This design comes from an exercise in tuning for small area on the open sky130 flow, not from production work. In this exercise RTL edits were held to simulation tests only and were not proved equivalent to the original. Power figures rest on the tool's default switching activity, not on a simulated workload.

File: flow/config.mk
export PLATFORM = sky130hd
export DESIGN_NAME = axi4_adapter
export DESIGN_NICKNAME = axi4_adapter
export VERILOG_FILES = /design/flow/design.v
export SDC_FILE = /design/flow/constraint.sdc
export NUM_CORES = 4
export LEC_CHECK = 0
export CAP_MARGIN = 20
export CORE_MARGIN = 2
export CORE_UTILIZATION = 40
export SLEW_MARGIN = 20
File: flow/constraint.sdc
create_clock -name core_clock -period 4.0 [get_ports {aclk}]
set_input_delay 0.8000 -clock core_clock [delete_from_list [all_inputs] [get_ports {aclk}]]
set_output_delay 0.8000 -clock core_clock [all_outputs]
set_load 0.01 [all_outputs]
File: flow/design.v
`timescale 1ns/1ps
module sync_fifo #(
  parameter integer                 DATA_WIDTH = 8,
  parameter integer                 DEPTH = 8,
  parameter bit                     FALL_THROUGH = 1'b0,
  parameter bit                     ZERO_IF_EMPTY = 1'b0,
  parameter bit                     EN_DATA_COUNT = 1'b0,
  parameter bit                     EN_FULL_PORT = 1'b0,
  parameter bit                     EN_EMPTY_PORT = 1'b0,
  parameter integer                 ADDR_WIDTH = $clog2(DEPTH+1)
) (
  input  logic                      clk,
  input  logic                      reset,
  input  logic                      flush,
  input  logic [DATA_WIDTH-1:0]     wdata,
  input  logic                      wvalid,
  output logic                      wready,
  output logic [DATA_WIDTH-1:0]     rdata,
  output logic                      rvalid,
  input  logic                      rready,
  output logic [ADDR_WIDTH-1:0]     data_count,
  output logic                      empty,
  output logic                      full
);
  if (DEPTH == 0) begin : g_degenerate
    assign data_count = '0;
    assign rvalid = wvalid;
    assign wready = rready;
    assign rdata  = wdata;
    assign full   = '0;
    assign empty  = '0;
  end : g_degenerate
  else begin : g_fifo
    localparam integer PTR_WIDTH = (DEPTH == 1) ? 2 : $clog2(DEPTH) + 1;
    localparam integer ROLL_OVER = DEPTH - 1;
    logic                             i_full;
    logic                             i_empty;
    logic                             incr_wptr;
    logic                             incr_rptr;
    logic [PTR_WIDTH-1:0]             wptr;
    logic [PTR_WIDTH-1:0]             rptr;
    logic [PTR_WIDTH-1:0]             next_wptr;
    logic [PTR_WIDTH-1:0]             next_rptr;
    logic [DATA_WIDTH-1:0]            i_rdata;
    logic [DATA_WIDTH-1:0]            mem_rdata;
    assign incr_rptr = rvalid & rready;
    assign incr_wptr = wvalid & wready;
    assign wready = ~i_full;
    assign full   = EN_FULL_PORT ? i_full : 1'b0;
    if (FALL_THROUGH) begin : g_ft
      logic ft_empty;
      assign i_rdata  = (i_empty & wvalid) ? wdata : mem_rdata;
      assign ft_empty = i_empty & ~wvalid;
      assign empty = EN_EMPTY_PORT ? ft_empty : 0;
      assign rvalid   = ~ft_empty;
    end : g_ft
    else begin : g_normal
      assign i_rdata = mem_rdata;
      assign empty = EN_EMPTY_PORT ? i_empty : 1'b0;
      assign rvalid  = ~i_empty;
    end : g_normal
    if (ZERO_IF_EMPTY) begin : g_o_zeros
      assign rdata = empty ? '0 : i_rdata;
    end : g_o_zeros
    else begin : g_normal_o
      assign rdata = i_rdata;
    end : g_normal_o
    if (EN_DATA_COUNT) begin : g_data_count_port
      always_comb begin : comb_data_count
        if (i_full) begin
          data_count = ADDR_WIDTH'(DEPTH);
        end
        else if (wptr[PTR_WIDTH-1] == rptr[PTR_WIDTH-1]) begin
          data_count = ADDR_WIDTH'(wptr[PTR_WIDTH-2:0]) - ADDR_WIDTH'(rptr[PTR_WIDTH-2:0]);
        end
        else begin
          data_count = ADDR_WIDTH'(DEPTH) + ADDR_WIDTH'(wptr[PTR_WIDTH-2:0]) - ADDR_WIDTH'(rptr[PTR_WIDTH-2:0]);
        end
      end : comb_data_count
    end : g_data_count_port
    else begin : g_dummy_data_count_port
      assign data_count = '0;
    end :g_dummy_data_count_port
    always_comb begin : comb_rptr
      next_rptr = rptr;
      if (incr_rptr) begin
        if (rptr[PTR_WIDTH-2:0] == ROLL_OVER[PTR_WIDTH-2:0]) begin
          next_rptr = {~rptr[PTR_WIDTH-1], {(PTR_WIDTH-1){1'b0}}};
        end
        else begin
          next_rptr = rptr + 1'b1;
        end
      end
    end : comb_rptr
    always_comb begin : comb_wptr
      next_wptr = wptr;
      if (incr_wptr) begin
        if (wptr[PTR_WIDTH-2:0] == ROLL_OVER[PTR_WIDTH-2:0]) begin
          next_wptr = {~wptr[PTR_WIDTH-1], {(PTR_WIDTH-1){1'b0}}};
        end
        else begin
          next_wptr = wptr + 1'b1;
        end
      end
    end : comb_wptr
    always_ff @(posedge clk or posedge reset) begin : ff_rptr
      if (reset) begin
        rptr <= '0;
      end
      else if (flush) begin
        rptr <= '0;
      end
      else if (incr_rptr) begin
        rptr <= next_rptr;
      end
    end : ff_rptr
    always_ff @(posedge clk or posedge reset) begin : ff_wptr
      if (reset) begin
        wptr <= '0;
      end
      else if (flush) begin
        wptr <= '0;
      end
      else if (incr_wptr) begin
        wptr <= next_wptr;
      end
    end : ff_wptr
    assign i_full = (wptr == {~rptr[PTR_WIDTH-1], rptr[PTR_WIDTH-2:0]});
    assign i_empty = (wptr == rptr);
    if (DEPTH == 1) begin : g_1_depth_buffer
      logic [DATA_WIDTH-1:0] mem;
      assign mem_rdata = mem;
      always_ff @(posedge clk or posedge reset) begin : ff_mem
        if (reset) begin
          mem <= '0;
        end
        else if (incr_wptr) begin
          mem <= wdata;
        end
      end : ff_mem
    end : g_1_depth_buffer
    else begin : g_depth_mem
      logic [DATA_WIDTH-1:0] mem [DEPTH];
      assign mem_rdata = mem[rptr[PTR_WIDTH-2:0]];
      always_ff @(posedge clk) begin : ff_mem
        if (incr_wptr) begin
          mem[wptr[PTR_WIDTH-2:0]] <= wdata;
        end
      end : ff_mem
    end : g_depth_mem
  end : g_fifo
endmodule
`timescale 1ns/1ps
module axi_addr #(
  parameter bit     ALIGN_ADDR = 1'b1,
  parameter         ADDR_WIDTH = 12,
  parameter         DATA_WIDTH = 32
)(
  input  logic [ADDR_WIDTH-1:0]     addr,
  input  logic [1:0]                burst,
  input  logic [2:0]                size,
  input  logic [7:0]                len,
  output logic [ADDR_WIDTH-1:0]     next_addr
);
  localparam        DATA_SIZE = $clog2(DATA_WIDTH) - 3;
  typedef enum bit [1:0] {
    FIXED = 0,
    INCR = 1,
    WRAP = 2,
    RESERVED = 3
  } burst_e;
  function automatic logic [6:0] gen_align_mask(input bit [2:0] sz);
    case (sz)
      3'b000: gen_align_mask = 7'h7f;
      3'b001: gen_align_mask = 7'h7e;
      3'b010: gen_align_mask = 7'h7c;
      3'b011: gen_align_mask = 7'h78;
      3'b100: gen_align_mask = 7'h70;
      3'b101: gen_align_mask = 7'h60;
      3'b110: gen_align_mask = 7'h40;
      3'b111: gen_align_mask = 7'h00;
    endcase
  endfunction
  logic [ADDR_WIDTH-1:0]    wrap_mask;
  logic [6:0]               align_mask;
  logic [ADDR_WIDTH-1:0]    n_bytes;
  burst_e                   i_burst;
  assign i_burst = burst_e'(burst);
  assign n_bytes = 'h1 << size;
  assign wrap_mask = {{(ADDR_WIDTH-4){1'b0}}, len[3:0]} << size;
  always_comb begin : comb_next_addr
    align_mask = '0;
    next_addr = (i_burst == FIXED) ? addr : addr + n_bytes;
    unique if (i_burst == INCR) begin
      if (ALIGN_ADDR) begin : g_align_addr
        align_mask = gen_align_mask(size);
        next_addr[DATA_SIZE-1:0] = next_addr[DATA_SIZE-1:0] & align_mask[DATA_SIZE-1:0];
      end : g_align_addr
    end
    else if (i_burst == WRAP) begin
      next_addr = (addr & ~wrap_mask) | (next_addr & wrap_mask);
    end
    else begin
      next_addr = next_addr;
    end
  end : comb_next_addr
endmodule
`timescale 1ns/1ps
module axi4_adapter #(
  parameter integer                     AXI_ID_WIDTH = 1,
  parameter integer                     AXI_ADDR_WIDTH = 12,
  parameter integer                     AXI_DATA_WIDTH = 32,
  parameter bit                         ALIGN_ADDR = 1'b1,
  parameter bit                         EN_SEC_MODE = 1'b1,
  parameter bit                         NO_SEC_FAIL = 0,
  parameter bit                         DECOUPLE_W = 1,
  parameter integer                     AXI_BYTE_COUNT  = AXI_DATA_WIDTH / 8
)(
  input  logic                          aclk,
  input  logic                          aresetn,
  input  logic [AXI_ID_WIDTH-1:0]       awid,
  input  logic [AXI_ADDR_WIDTH-1:0]     awaddr,
  input  logic [7:0]                    awlen,
  input  logic [2:0]                    awsize,
  input  logic [1:0]                    awburst,
  /*verilator lint_off UNUSED*/
  input  logic                          awlock,
  input  logic [3:0]                    awcache,
  /*verilator lint_on UNUSED*/
  input  logic [2:0]                    awprot,
  /*verilator lint_off UNUSED*/
  input  logic [3:0]                    awqos,
  input  logic [3:0]                    awregion,
  /*verilator lint_on UNUSED*/
  input  logic                          awvalid,
  output logic                          awready,
  input  logic [AXI_DATA_WIDTH-1:0]     wdata,
  input  logic [AXI_BYTE_COUNT-1:0]     wstrb,
  input  logic                          wlast,
  input  logic                          wvalid,
  output logic                          wready,
  output logic [AXI_ID_WIDTH-1:0]       bid,
  output logic [1:0]                    bresp,
  output logic                          bvalid,
  input  logic                          bready,
  input  logic [AXI_ID_WIDTH-1:0]       arid,
  input  logic [AXI_ADDR_WIDTH-1:0]     araddr,
  input  logic [7:0]                    arlen,
  input  logic [2:0]                    arsize,
  input  logic [1:0]                    arburst,
  /*verilator lint_off UNUSED*/
  input  logic                          arlock,
  input  logic [3:0]                    arcache,
  /*verilator lint_on UNUSED*/
  input  logic [2:0]                    arprot,
  /*verilator lint_off UNUSED*/
  input  logic [3:0]                    arqos,
  input  logic [3:0]                    arregion,
  /*verilator lint_on UNUSED*/
  input  logic                          arvalid,
  output logic                          arready,
  output logic [AXI_ID_WIDTH-1:0]       rid,
  output logic [AXI_DATA_WIDTH-1:0]     rdata,
  output logic [1:0]                    rresp,
  output logic                          rlast,
  output logic                          rvalid,
  input  logic                          rready,
  output logic [AXI_ADDR_WIDTH-1:0]     rif_waddr,
  input  logic                          rif_wvalid,
  output logic                          rif_wr_req,
  output logic [AXI_BYTE_COUNT-1:0]     rif_wstrb,
  output logic [AXI_DATA_WIDTH-1:0]     rif_wdata,
  output logic [AXI_ADDR_WIDTH-1:0]     rif_raddr,
  input  logic                          rif_rvalid,
  output logic                          rif_rd_req,
  input  logic [AXI_DATA_WIDTH-1:0]     rif_rdata
);
  localparam AW_DW = AXI_ID_WIDTH + AXI_ADDR_WIDTH + 13 + integer'(EN_SEC_MODE);
  localparam DSIZE = $clog2(AXI_DATA_WIDTH) - 3;
  if (($clog2(AXI_DATA_WIDTH) < 3) || (2 ** $clog2(AXI_DATA_WIDTH) != AXI_DATA_WIDTH)) begin
    $fatal(1, "AXI4 Adapter expected DATA_WIDTH >= 8-bit and be a power of 2, but got DATA_WIDTH = %d", AXI_DATA_WIDTH);
  end
  logic                         reset;
  logic [AXI_ID_WIDTH-1:0]      awid_q;
  logic [7:0]                   awlen_q;
  logic [2:0]                   awsize_q;
  logic [1:0]                   awburst_q;
  logic                         aw_sec;
  logic [AXI_ADDR_WIDTH-1:0]    waddr;
  logic [AXI_ADDR_WIDTH-1:0]    next_wr_addr;
  logic [AXI_ADDR_WIDTH-1:0]    next_waddr;
  logic                         wready_d;
  logic                         i_bvalid;
  logic [AXI_ID_WIDTH-1:0]      i_bid;
  logic                         w_beat_last;
  logic                         b_wait;
  logic [7:0]                   arlen_q;
  logic [2:0]                   arsize_q;
  logic [1:0]                   arburst_q;
  logic                         arport_0_q;
  logic                         ar_sec;
  logic [AXI_ADDR_WIDTH-1:0]    raddr;
  logic [AXI_ADDR_WIDTH-1:0]    next_raddr;
  logic [AXI_ID_WIDTH-1:0]      i_rid;
  logic [AXI_ADDR_WIDTH-1:0]    i_raddr;
  logic [7:0]                   i_rlen;
  logic [2:0]                   i_rsize;
  logic [1:0]                   i_rburst;
  logic [AXI_ID_WIDTH-1:0]      rid_d;
  logic [AXI_DATA_WIDTH-1:0]    rdata_d;
  logic                         rlast_d;
  logic                         rd_req;
  logic [AXI_ADDR_WIDTH-1:0]    i_rif_raddr;
  logic                         load_r_cnt;
  logic                         en_r_cnt_4_0;
  logic                         en_r_cnt_8_5;
  logic [8:0]                   r_cnt;
  logic [4:0]                   r_cnt_4_0;
  logic [3:0]                   r_cnt_8_5;
  logic [8:0]                   next_r_cnt;
  logic                         wr_err;
  logic                         rd_err;
  logic                         rif_w_err;
  logic                         rif_r_err;
  logic                         rresp_0;
  logic [AW_DW-1:0]             aw_buf_wdata;
  logic [AW_DW-1:0]             aw_buf_rdata;
  logic                         aw_buf_wready;
  logic                         aw_buf_wvalid;
  logic                         aw_buf_rready;
  logic                         aw_buf_rvalid;
  logic                         aw_buf_rready_d;
  logic                         i_aw_buf_rready;
  assign reset = ~aresetn;
  if (EN_SEC_MODE) begin : g_buf_data_with_sec
    assign aw_buf_wdata = {awaddr, awlen, awsize, awburst, awprot[1], awid};
    assign awid_q = aw_buf_rdata[0+:AXI_ID_WIDTH];
  end : g_buf_data_with_sec
  else begin : g_buf_data
    assign aw_buf_wdata = {awaddr, awlen, awsize, awburst, awid};
    assign awid_q = aw_buf_rdata[0+:AXI_ID_WIDTH];
  end : g_buf_data
  assign aw_buf_wvalid = awvalid;
  assign awready = aw_buf_wready;
  sync_fifo #(
    .FALL_THROUGH   (~DECOUPLE_W),
    .DATA_WIDTH     (AW_DW),
    .DEPTH          (1)
  ) u_aw_buf (
    .clk            (aclk),
    .reset          (reset),
    .flush          (1'b0),
    .wdata          (aw_buf_wdata),
    .wvalid         (aw_buf_wvalid),
    .wready         (aw_buf_wready),
    .rdata          (aw_buf_rdata),
    .rvalid         (aw_buf_rvalid),
    .rready         (aw_buf_rready),
    /*verilator lint_off PINCONNECTEMPTY*/
    .data_count     (),
    .empty          (),
    .full           ()
    /*verilator lint_on PINCONNECTEMPTY*/
  );
  always_comb begin : comb_aw_buf_rready
    aw_buf_rready = i_aw_buf_rready;
    if (wvalid && wready && wlast && (!bvalid || bready))
      aw_buf_rready = 1'b1;
  end : comb_aw_buf_rready
  always_comb begin : c_aw_buf_rready_d
    aw_buf_rready_d = i_aw_buf_rready;
    if (aw_buf_rready && aw_buf_rvalid) begin
      aw_buf_rready_d = 1'b0;
    end
    else if (wvalid & wready) begin
      aw_buf_rready_d = wlast & (~bvalid | bready);
    end
    else if (!awready) begin
      if (wready || (i_bvalid && !bready)) begin
        aw_buf_rready_d = 1'b0;
      end
      else begin
        aw_buf_rready_d = 1'b1;
      end
    end
  end : c_aw_buf_rready_d
  always_ff @(posedge aclk or negedge aresetn) begin : ff_i_aw_buf_rready
    if (!aresetn) begin
      i_aw_buf_rready <= 1'b1;
    end
    else if (aw_buf_rready_d ^ i_aw_buf_rready) begin
      i_aw_buf_rready <= aw_buf_rready_d;
    end
  end : ff_i_aw_buf_rready
  always_comb begin : comb_wready
    wready_d = wready;
    if (aw_buf_rready && aw_buf_rvalid) begin
      wready_d = 1'b1;
    end
    else if (wvalid & wready & wlast) begin
      wready_d = 1'b0;
    end
  end : comb_wready
  always_ff @(posedge aclk or negedge aresetn) begin : ff_wready
    if (!aresetn) begin
      wready <= 1'b0;
    end
    else if (wready ^ wready_d) begin
      wready <= wready_d;
    end
  end : ff_wready
  if (EN_SEC_MODE) begin : g_ff_sec_aw
    always_ff @(posedge aclk or negedge aresetn) begin : ff_aw
      if (!aresetn) begin
        awlen_q   <= '0;
        awsize_q  <= '0;
        awburst_q <= '0;
      end
      else if (aw_buf_rready) begin
        {awlen_q, awsize_q, awburst_q, aw_sec} <= aw_buf_rdata[AW_DW-AXI_ADDR_WIDTH-1:AXI_ID_WIDTH];
      end
    end : ff_aw
  end
  else begin : g_ff_aw
    always_ff @(posedge aclk or negedge aresetn) begin : ff_aw
      if (!aresetn) begin
        awlen_q   <= '0;
        awsize_q  <= '0;
        awburst_q <= '0;
      end
      else if (aw_buf_rready) begin
        {awlen_q, awsize_q, awburst_q} <= aw_buf_rdata[AW_DW-AXI_ADDR_WIDTH-1:AXI_ID_WIDTH];
      end
    end : ff_aw
  end : g_ff_aw
  always_comb begin : comb_waddr
    next_waddr = waddr;
    if (aw_buf_rready) begin
      next_waddr = aw_buf_rdata[AW_DW-1:AW_DW-AXI_ADDR_WIDTH];
    end
    else if (wvalid) begin
      next_waddr = next_wr_addr;
    end
  end : comb_waddr
  always_ff @(posedge aclk or negedge aresetn) begin : ff_waddr
    if (!aresetn) begin
      waddr <= '0;
    end
    else if (aw_buf_rready || wvalid) begin
      waddr <= next_waddr;
    end
  end : ff_waddr
  axi_addr #(
    .ALIGN_ADDR   (ALIGN_ADDR),
    .ADDR_WIDTH   (AXI_ADDR_WIDTH),
    .DATA_WIDTH   (AXI_DATA_WIDTH)
  ) u_axi_waddr (
  	.addr         (waddr),
    .burst        (awburst_q),
    .size         (awsize_q),
    .len          (awlen_q),
    .next_addr    (next_wr_addr)
  );
  assign rif_wr_req = (~EN_SEC_MODE | aw_sec) & wvalid & wready;
  assign rif_waddr  = (DSIZE > 0) ?
    {waddr[AXI_ADDR_WIDTH-1:DSIZE], {(DSIZE){1'b0}}} : waddr;
  assign rif_wdata  = wdata;
  assign rif_wstrb  = wstrb;
  if (NO_SEC_FAIL) begin : g_w_err
    assign rif_w_err = (EN_SEC_MODE) ? (aw_sec & ~rif_wvalid) : ~rif_wvalid;
  end : g_w_err
  else begin : g_sec_w_err
    assign rif_w_err  = EN_SEC_MODE ? (~aw_sec | ~rif_wvalid) : ~rif_wvalid;
  end : g_sec_w_err
  assign bresp[1] = (bvalid) ? wr_err : 1'b0;
  assign bresp[0] = 1'b0;
  always_ff @(posedge aclk or negedge aresetn) begin : ff_wr_err
    if (!aresetn) begin
      wr_err <= 1'b0;
    end
    else if (wvalid & wready) begin
      wr_err <= wr_err | rif_w_err;
    end
    else if (bready) begin
      wr_err <= 1'b0;
    end
  end : ff_wr_err
  assign b_wait = bvalid & ~bready;
  assign w_beat_last = wvalid & wready & wlast;
  always_ff @(posedge aclk or negedge aresetn) begin : ff_i_bvalid
    if (!aresetn) begin
      i_bvalid <= 1'b0;
    end
    else if (w_beat_last && b_wait) begin
      i_bvalid <= 1'b1;
    end
    else if (bready) begin
      i_bvalid <= 1'b0;
    end
  end : ff_i_bvalid
  always_ff @(posedge aclk or negedge aresetn) begin : ff_bvalid
    if (!aresetn) begin
      bvalid <= 1'b0;
    end
    else if (w_beat_last) begin
      bvalid <= 1'b1;
    end
    else if (bready) begin
      bvalid <= i_bvalid;
    end
  end : ff_bvalid
  always_ff @(posedge aclk or negedge aresetn) begin : ff_i_bid
    if (!aresetn) begin
      i_bid <= '0;
    end
    else if (aw_buf_rready) begin
      i_bid <= awid_q;
    end
  end: ff_i_bid
  always_ff @(posedge aclk or negedge aresetn) begin : ff_bid
    if (!aresetn) begin
      bid <= '0;
    end
    else if (!bvalid || bready) begin
      bid <= i_bid;
    end
  end: ff_bid
  always_ff @(posedge aclk or negedge aresetn) begin : ff_aready
    if (!aresetn) begin
      arready <= 1'b1;
    end
    else if (arready & arvalid) begin
      arready <= (arlen == 0) & rd_req;
    end
    else if (rready && rvalid && !arready) begin
      arready <= (r_cnt <= 2);
    end
  end : ff_aready
  assign r_cnt = {r_cnt_8_5, r_cnt_4_0};
  always_comb begin : comb_r_cnt
    next_r_cnt = r_cnt;
    if (load_r_cnt) begin
      next_r_cnt = (arlen + 1) + ((rvalid && !rready) ? 1 : 0);
    end
    else if (rready && rvalid) begin
      next_r_cnt = r_cnt - 1;
    end
  end : comb_r_cnt
  assign load_r_cnt = arvalid & arready;
  assign en_r_cnt_4_0 = load_r_cnt | (rready & rvalid);
  assign en_r_cnt_8_5 = en_r_cnt_4_0 & ~(|r_cnt_4_0);
  always_ff @(posedge aclk or negedge aresetn) begin : ff_r_cnt_4_0
    if (!aresetn) begin
      r_cnt_4_0 <= '0;
    end
    else if (en_r_cnt_4_0) begin
      r_cnt_4_0 <= next_r_cnt[4:0];
    end
  end : ff_r_cnt_4_0
  always_ff @(posedge aclk or negedge aresetn) begin : ff_r_cnt_8_5
    if (!aresetn) begin
      r_cnt_8_5 <= '0;
    end
    else if (en_r_cnt_8_5) begin
      r_cnt_8_5 <= next_r_cnt[8:5];
    end
  end : ff_r_cnt_8_5
  assign i_raddr  = arready ? araddr  : raddr;
  assign i_rlen   = arready ? arlen   : arlen_q;
  assign i_rsize  = arready ? arsize  : arsize_q;
  assign i_rburst = arready ? arburst : arburst_q;
  always_ff @(posedge aclk or negedge aresetn) begin : ff_raddr
    if (!aresetn) begin
      raddr <= '0;
    end
    else if (rd_req) begin
      raddr <= next_raddr;
    end
    else if (arready) begin
      raddr <= araddr;
    end
  end : ff_raddr
  always_ff @(posedge aclk or negedge aresetn) begin : ff_ar
    if (!aresetn) begin
      arburst_q   <= '0;
      arsize_q    <= '0;
      arlen_q     <= '0;
      arport_0_q  <= '0;
    end
    else if (arready) begin
      arburst_q   <= arburst;
      arsize_q    <= arsize;
      arlen_q     <= arlen;
      arport_0_q  <= arprot[1];
    end
  end : ff_ar
  axi_addr #(
    .ALIGN_ADDR   (ALIGN_ADDR),
    .ADDR_WIDTH   (AXI_ADDR_WIDTH),
    .DATA_WIDTH   (AXI_DATA_WIDTH)
  ) u_axi_raddr (
  	.addr         (i_raddr),
    .burst        (i_rburst),
    .size         (i_rsize),
    .len          (i_rlen),
    .next_addr    (next_raddr)
  );
  always_ff @(posedge aclk or negedge aresetn) begin : ff_i_rid
    if (!aresetn) begin
      i_rid <= '0;
    end
    else if (arready) begin
      i_rid <= arid;
    end
  end : ff_i_rid
  always_comb begin : comb_rid
    rid_d = rid;
    if (arvalid & arready) begin
      rid_d = arid;
    end
    else begin
      rid_d = i_rid;
    end
  end : comb_rid
  always_ff @(posedge aclk or negedge aresetn) begin : ff_rid
    if (!aresetn) begin
      rid <= '0;
    end
    else if (!arvalid || arready) begin
      rid <= rid_d;
    end
  end : ff_rid
  always_ff @(posedge aclk or negedge aresetn) begin : ff_rvalid
    if (!aresetn) begin
      rvalid <= 1'b0;
    end
    else if (rd_req) begin
      rvalid <= 1'b1;
    end
    else if (rready) begin
      rvalid <= 1'b0;
    end
  end : ff_rvalid
  always_ff @(posedge aclk or negedge aresetn) begin : ff_rdata
    if (!aresetn) begin
      rdata <= '0;
    end
    else if (rd_req) begin
      rdata <= rdata_d;
    end
  end : ff_rdata
  always_comb begin : comb_rlast
    rlast_d = rlast;
    if (!rvalid || rready) begin
      if (arvalid && arready) begin
        rlast_d = (arlen == 0);
      end
      else if (rvalid) begin
        rlast_d = (r_cnt == 2);
      end
      else begin
        rlast_d = (r_cnt == 1);
      end
    end
  end : comb_rlast
  always_ff @(posedge aclk or negedge aresetn) begin : ff_rlast
    if (!aresetn) begin
      rlast <= 1'b0;
    end
    else if (rlast_d ^ rlast) begin
      rlast <= rlast_d;
    end
  end : ff_rlast
  always_comb begin : comb_rd_req
    rd_req = arvalid | ~arready;
    if (rvalid && !rready) begin
      rd_req = 1'b0;
    end
  end : comb_rd_req
  assign i_rif_raddr = arready ? araddr : raddr;
  assign rif_raddr = (DSIZE > 0) ?
  {i_rif_raddr[AXI_ADDR_WIDTH-1:DSIZE], {(DSIZE){1'b0}}} : i_rif_raddr;
  assign ar_sec = arready ? arprot[1] : arport_0_q;
  assign rif_rd_req = (~EN_SEC_MODE | ar_sec) & rd_req;
  assign rdata_d = (EN_SEC_MODE) ? (ar_sec ? rif_rdata : '0) : rif_rdata;
  assign rresp_0 = 1'b0;
  assign rresp = {rd_err, rresp_0};
  if (NO_SEC_FAIL) begin : g_r_err
    assign rif_r_err = (EN_SEC_MODE) ? (ar_sec & ~rif_rvalid) : ~rif_rvalid;
  end : g_r_err
  else begin : g_sec_r_err
    assign rif_r_err = (EN_SEC_MODE) ? (~ar_sec | ~rif_rvalid) : ~rif_rvalid;
  end : g_sec_r_err
  always_ff @(posedge aclk or negedge aresetn) begin : ff_rd_err
    if (!aresetn) begin
      rd_err <= 1'b0;
    end
    else if (rd_req) begin
      rd_err <= rif_r_err;
    end
    else if (rd_err) begin
      rd_err <= 1'b0;
    end
  end : ff_rd_err
endmodule
File: flow/run.sh
#!/bin/bash
# synth_recipe.tcl (not shown) runs the flow's synth.tcl, then flattens the netlist and writes it again
# the make line also repeats each setting of config.mk as NAME=value (left out here)
make -C /OpenROAD-flow-scripts/flow DESIGN_CONFIG=/design/flow/config.mk WORK_HOME=/design/flow/orfs CLKGATE_MAP_FILE= SYNTH_SCRIPT=/design/flow/synth_recipe.tcl finish
==> notes.md <==
power by group through the flow:
stage | logic (mW) | registers (mW) | clock network [mW]
5_1_grt | 3.95 | 2.29 | 1.79
3_3_place_gp | 3.45 | 2.20 | 0
4_1_cts | 3.56 | 2.21 | 1.73
6_report | 3.57 | 2.21 | 1.69
2_1_floorplan | 2.56 | 2.10 | 0
3_5_place_dp | 3.54 | 2.22 | 0
metal layers:
metal	up-vias	routed length (um)	global-route usage, %
met5	-	13	0
met4	2	162	4.94
met3	25	1650	7.15
met2	257	8730	32.2
met1	2933	8250	25.4
li1	2853	-	-
cell type report:
cell class	instances	area (um2)
clock inverter	11	191
tap	229	287
fill	1600	8630
sequential	123	3090
multi-input combinational	514	3700
inverter	27	101
timing repair buffer	166	1640
clock buffer	21	450
kinds of logic (layout without fill, tap and decap cells):
| logic type | count (synthesis) | after routing | share of synthesized area, % |
|---|---|---|---|
| AND/OR/NAND/NOR | 196 | 196 | 13.0 |
| AO/OA/AOI/OAI | 190 | 190 | 17.7 |
| flip-flops | 123 | 123 | 41.6 |
| buffers and inverters | 116 | 225 | 8.97 |
| multiplexers | 69 | 69 | 10.7 |
| adder cells (fa/ha/maj) | 29 | 29 | 5.09 |
| XOR/XNOR | 24 | 24 | 2.83 |
| other | 1 | 6 | 0.0505 |
registers in the layout, summed over array words and instances (netlist names), 2 cells and up:
register and cells:
r_cnt_4_0 5, arsize_q 3, u_aw_buf.g_fifo.g_1_depth_buffer.mem 23, arburst_q 2
waddr 12, awsize_q 3, r_cnt_8_5 4, awburst_q 2
awlen_q 4, rdata 32, arlen_q 4, raddr 12
worst max-delay path by stage:
stage,from,end,slack (ns),depth (start not counted)
finish,rready,rif_rd_req,0.52,5
detailed placement,arsize[2],raddr[8],0.25,11
global placement,arsize[2],raddr[8],0.32,11
CTS,rready,rif_rd_req,0.51,5
floorplan,arsize[0],raddr[6],1.03,11
global route,rready,rif_rd_req,0.42,5
placed cells by master, fill, tap and decap left out, types with 5 or more instances in the layout:
master | netlist | routed
conb_1 | 1 | 6
o21a_1 | 5 | 5
nand3_1 | 17 | 17
nor3_1 | 11 | 11
a211oi_1 | 7 | 7
o211ai_1 | 6 | 6
or3_1 | 5 | 5
nor2_1 | 41 | 41
xor2_1 | 10 | 10
nand3b_1 | 6 | 6
bufinv_16 | 0 | 5
nor3b_1 | 5 | 5
nand2b_1 | 12 | 12
ha_1 | 27 | 27
nand2_1 | 61 | 60
a22o_1 | 32 | 32
buf_4 | 53 | 11
inv_1 | 24 | 24
o21ai_0 | 38 | 38
a21oi_1 | 36 | 35
clkbuf_16 | 0 | 17
and3_1 | 6 | 6
o31a_1 | 5 | 5
mux2_2 | 44 | 44
xnor2_1 | 14 | 14
dfrtp_1 | 120 | 120
mux2i_1 | 16 | 16
nor4_1 | 8 | 8
a21o_1 | 8 | 8
a31oi_1 | 9 | 9
o22ai_1 | 5 | 5
nand4_1 | 5 | 5
clkdlybuf4s50_1 | 0 | 154
==> results.py <==
metrics = {
    "flow_run": {
        "cap_violations": 0,
    },
    "sta": {
        "setup_viol": 0,
        "tightest_slew_ns": 0.834,
        "min_period_over_period_pct": 87.0,
        "finClkSkew_ns": 0.00951,
        "fin_hold_ws_ns": 0.445,
        "slew_viol_final": 0,
        "fin_crit_ns": 3.48,
        "setup_slack_ns": 0.520,
        "rsz0062_at_grt": "no",
        "final.setup.tns_ns": 0,
        "hold_viol": 0,
        "slew_headroom_pct": 44.4,
        "max_freq_ghz": 0.287,
    },
    "pwr": {
        "vdd_drop_max_uv": 353,
        "net-switching-power_mw": 2.81,
        "leakagePower_nw": 4.01,
        "switching_share_pct": 37.7,
        "intPower_mw": 4.65,
        "comb_power_share_pct": 47.8,
        "pwr-share-clk_pct": 22.6,
        "seq_power_share_pct": 29.6,
        "fin_total_pwr_mw": 7.46,
        "p_per_area_nw_per_um2": 789,
    },
    "critical_path": {
        "cp_common_cell": "clkdlybuf4s50_1",
        "path_buf_inv": 2,
        "path_max_fanout": 4,
        "worstReg2RegStart": "awsize_q[0]",
        "critPathTopFamily": "buffers and inverters",
        "critPathSlowestCell": "clkdlybuf4s50_1",
        "worst_setup_path_end_kind": "output pin",
        "regToRegSetupSlack_ns": 0.79,
        "worstPathArrival_ns": 2.68,
        "rr_worst_depth": 8,
        "crit_path_start_kind": "input port",
        "r2r-end": "waddr[8]",
        "crit_required_ns": 3.20,
        "critical_path_class": "input port to output pin",
        "cp_slowest_stage_delay_ns": 0.57,
        "path_cells": "clkdlybuf4s50_1 -> and2b_1 -> or2_2 -> nor2b_2 -> clkdlybuf4s50_1",
    },
    "routing": {
        "drtPass1Iterations": 5,
        "dr.first_iter.drc_count": 368,
        "vias": 6070,
        "drt_wl_total_mm": 18.8,
        "wl_per_cell_um": 17.2,
        "via_per_inst": 5.56,
        "drc_errors": 0,
        "ant_nets": 0,
    },
    "global_route": {
        "overflow": 0,
        "track_usage_pct": 19.8,
        "grt_max_degree": 68,
        "grt_pass1_vias": 6247,
        "grt_pass1_wl_mm": 31.5,
        "antenna_found_initial": 1,
    },
    "finish": {
        "utilization_pct": 52.3,
        "antenna_cells": 0,
        "drive_gt1_share_pct": 12.6,
        "syn_to_final_growth_pct": 27.4,
        "layout.nets": 1040,
        "design_area_um2": 9460,
        "finalNonFillerCells": 1091,
    },
    "synth": {
        "synth_top_flop_cell": "dfrtp_1",
        "async_flop_share_pct": 99.2,
        "yosysTopAreaCellShare_pct": 40.5,
        "yosys-top-cells-area": "dfrtp_1 (40%), mux2_2 (6.7%), buf_4 (5.4%), ha_1 (4.6%), a22o_1 (3.8%)",
        "synth_top_cell_by_area": "dfrtp_1",
        "ys_seq_area_share_pct": 41.6,
        "synthMostInstantiatedCell": "dfrtp_1",
        "synth_edf_count": 1,
        "synth_area_per_cell_um2": 9.92,
        "yosysUniqueCellTypes": 72,
        "synth_common_cells": "dfrtp_1 (120), nand2_1 (61), buf_4 (53), mux2_2 (44), nor2_1 (41)",
        "synth_area_um2": 7420,
        "synth_seq_cells": 123,
        "syn_inst": 748,
        "yosysWarnings": 3,
    },
    "clock_tree": {
        "cts_max_level": 4,
        "cts_tree": "yes",
        "cts.sinks": 123,
        "insertion_delay_ns": 0.41,
        "cts_root_buf": "clkbuf_16",
        "postCtsResizedCells": 0,
        "cts_buffer_depth": 2,
        "cts_buffers": 17,
        "path_clk_slew_ns": 0.05,
        "cts_post_setup_buffers_inserted": 0,
        "postCtsHoldBufs": 0,
    },
    "floorplanning": {
        "coreArea_um2": 18100,
        "rows": 49,
        "start_util_pct": 41.0,
        "die-area_um2": 19700,
        "die_h_um": 140,
        "ios": 268,
        "die_w_um": 140,
    },
    "placed_design": {
        "hpwl_mm": 13.4,
        "place_congestion": 0.871,
        "io_buffer_count": 155,
        "dpl.cell_count": 1059,
        "place_ws_ns": 0.254,
        "post_dp_cell_area_um2": 8810,
    },
    "run_status": {
        "status": "timing/DRC/antenna clean",
    },
    "hold_path": {
        "hp-class": "input port to asynchronous set/reset pin",
    },
}

-- port drivers added, routing unchanged --
The results above use ideal ports. As a check the final layout listed here was re-extracted and re-timed, cells and wires unchanged.
Step 1 assumes that a clkbuf_16 drives the clock port and a buf_2 every other input.
Step 2 moves the port delays by t, midway between the first and last clock arrival at a register: inputs arrive t later, outputs are due t later. That takes back most of the time a late clock gives input paths.
Slacks: ideal / step 1 / step 2; pairs: ideal / step 1.
shift t [ns]: 0.451
slack for setup (ns): 0.520 / 0.495 / 0.195
worst setup path after step 2: input to register
worst slew at a driven data input, ns: 0.08
After both steps setup and hold are still met in this run. The setup slack of this run moves by -0.025 ns with the drivers and by -0.325 ns with both steps.
